Background: an optimization exercise with open tools, aiming at small area, a short achievable clock period and few clock cycles per item. Do not read the settings as production practice.
RTL that was checked went through simulation tests only; none was proved equivalent to the original.

// givens8_cordic
module givens8_cordic
(
	input						clk,
	input						rst_n,
	input						start,
	input		[2:0]			index,
	input		[383:0]		data_in,
	output	[383:0]		data_out,
	output					done
);
For scale: roughly 9500 cells after synthesis, ~670 flip-flops, about 84000 sq um of cells after synthesis.
clock: 20.0 ns
lec_check: 0
cap_margin: 20
core_margin: 2
core_utilization: 40
slew_margin: 65
standard.sh (not shown) runs the stock make flow with config.mk's settings and CLKGATE_MAP_FILE= SYNTH_SCRIPT=/design/flow/synth_recipe.tcl, a recipe that flattens the netlist after the stock synthesis.
==> flow/flow/run.sh <==
#!/bin/bash
# Standard synthesis (standard.sh synth, unchanged) and the standard ORFS
# layout, with changes only to the cells the layout steps may insert:
# - port buffers are buf_2 (buffer_ports -buffer_cell) instead of the
#   default delay buffer;
# - each layout step marks the delay buffers clkdlybuf4s* don't-use, so the
#   resizer's buffers are ordinary buffers.
set -euo pipefail
bash standard.sh synth > synth.log 2>&1
export BUFFER_PORTS_ARGS="-buffer_cell sky130_fd_sc_hd__buf_2"
H="$PWD/flow/dont_use.tcl"
for step in FLOORPLAN GLOBAL_PLACE RESIZE DETAIL_PLACE REPAIR_TIMING_POST_PLACE CTS GLOBAL_ROUTE DETAIL_ROUTE; do
  export PRE_${step}_TCL="$H"
done
bash standard.sh finish > layout.log 2>&1
==> flow/flow/dont_use.tcl <==
# Sourced at the start of each layout step: keep the resizer from picking the
# slow delay buffers (clkdlybuf4s*) for the buffers it inserts.
set_dont_use [get_lib_cells sky130_fd_sc_hd__clkdlybuf4s*]
The baseline finished clean.
Testbench counts at the start, summed over its fixed seeds: cycles 73,608, items 3,200.
Edit:
CORE_UTILIZATION = 55   (was 40)
After rerunning: The new run passed the timing, design-rule and antenna checks. Maximum frequency is lower by 2.3%. Die area is lower by 27%. Clock skew is lower by 5.0 ps. First-iteration DRC count is lower by 1.1%. Worst hold slack loses 32 ps. Non-clock buffer count is higher by 3. Count of clock-buffer cells in the layout is higher by 14.
Edit:
CORE_UTILIZATION = 40   (was 55)
SLEW_MARGIN = 80   (was 65)
Outcome: The changed run went through all stages and came out clean; cell area increases by 12%; flip-flop and latch count is unchanged; final cell count rises by about 13%.
Edit:
SLEW_MARGIN = 20   (was 80)
Outcome:
- clock-buffer cell count increases by 1
- worst hold slack is better by 23 ps
- wire length decreases by 2.8%
- via count shrinks by 5.1%
- fmax drops by 13%

givens8_cordic, a different RTL version from the one above (not shown whole).
Size: about 9,100 cells after synthesis, ~780 I/O pins.
Settings: LEC_CHECK=0, CAP_MARGIN=50, CORE_MARGIN=2, CORE_UTILIZATION=40, SLEW_MARGIN=70; clock period 20.0 ns.
run.sh (not shown) runs the stock make flow with config.mk's settings and CLKGATE_MAP_FILE= SYNTH_SCRIPT=/design/flow/synth_recipe.tcl, a recipe that flattens the netlist after the stock synthesis.
Stock flow here: none of the scripts above is used.
The starting point ran to the end with no violations.
Change:
==> flow/flow/run.sh (new file) <==
#!/bin/bash
# Standard synthesis and layout; the only change is the cell used for the
# port buffers (buffer_ports -buffer_cell) instead of the default delay buffer.
set -euo pipefail
bash standard.sh synth > synth.log 2>&1
export BUFFER_PORTS_ARGS="-buffer_cell sky130_fd_sc_hd__buf_2"
bash standard.sh finish > layout.log 2>&1
==> flow/standard.sh (new file) <==
#!/bin/bash
# synth_recipe.tcl (not shown) runs the flow's synth.tcl, then flattens the netlist and writes it again
# the make line also repeats each setting of config.mk as NAME=value (left out here)
make -C /OpenROAD-flow-scripts/flow DESIGN_CONFIG=/design/flow/config.mk WORK_HOME=/design/flow/orfs CLKGATE_MAP_FILE= SYNTH_SCRIPT=/design/flow/synth_recipe.tcl "${@:-finish}"
--- a/flow/config.mk
+++ b/flow/config.mk
@@ -7,5 +7,5 @@
 export LEC_CHECK = 0
-export CAP_MARGIN = 50
+export CAP_MARGIN = 20
 export CORE_MARGIN = 2
 export CORE_UTILIZATION = 40
-export SLEW_MARGIN = 70
+export SLEW_MARGIN = 20
removed: flow/run.sh
Clock skew shrinks by 0.022 ns.
Core utilization came out lower by 4.0 points.
Setup slack degrades by 0.62 ns.
Final cell count falls by about 2%.
Wire length falls by about 2.8%.
Via count decreases by 1.5%.
Global-route usage goes down by 0.78 points.
Area after synthesis is unchanged.
Final area decreases by about 8%.
No functional check of the RTL was part of any run of this note.

-- static timing again, ports no longer ideal --
No port has a modelled driver above. Below, the same layouts with a new extraction and two added sets of constraints.
Step 1 sets driving cells, clkbuf_16 on the clock port and buf_2 on the other inputs (assumed; they add their load-dependent delay and slew).
Step 2 times the ports against the registers' clock, not the clock port: input delays grow and output delays shrink by t, the midpoint of the rising clock arrivals with the driver on.
Three values: ideal ports, drivers, drivers and shift; two values: the first two.
run	t (ns)	setup slack, ns	hold WS [ns]	clock arrival spread, ns	pins driven straight from the clock port
the first run of note 1	0.815	14.035 / 13.966 / 13.780	0.539 / 0.539 / 0.539	0.045 / 0.046	1
the second run of note 1	0.801	13.893 / 13.893 / 13.893	0.507 / 0.507 / 0.507	0.041 / 0.041	1
the third run of note 1	0.807	14.085 / 14.018 / 13.758	0.520 / 0.520 / 0.520	0.037 / 0.038	1
the fourth run of note 1	0.801	13.224 / 13.224 / 12.916	0.543 / 0.543 / 0.543	0.036 / 0.037	1
the first run of note 2	0.801	12.571 / 12.571 / 12.571	0.571 / 0.571 / 0.571	0.046 / 0.045	1
the second run of note 2	0.818	11.954 / 11.954 / 11.954	0.518 / 0.518 / 0.518	0.023 / 0.023	1
After both steps setup and hold are still met in every run listed. The setup slack of the third run of note 1, which loses most, moves by -0.067 ns with the drivers and by -0.327 ns with both steps.
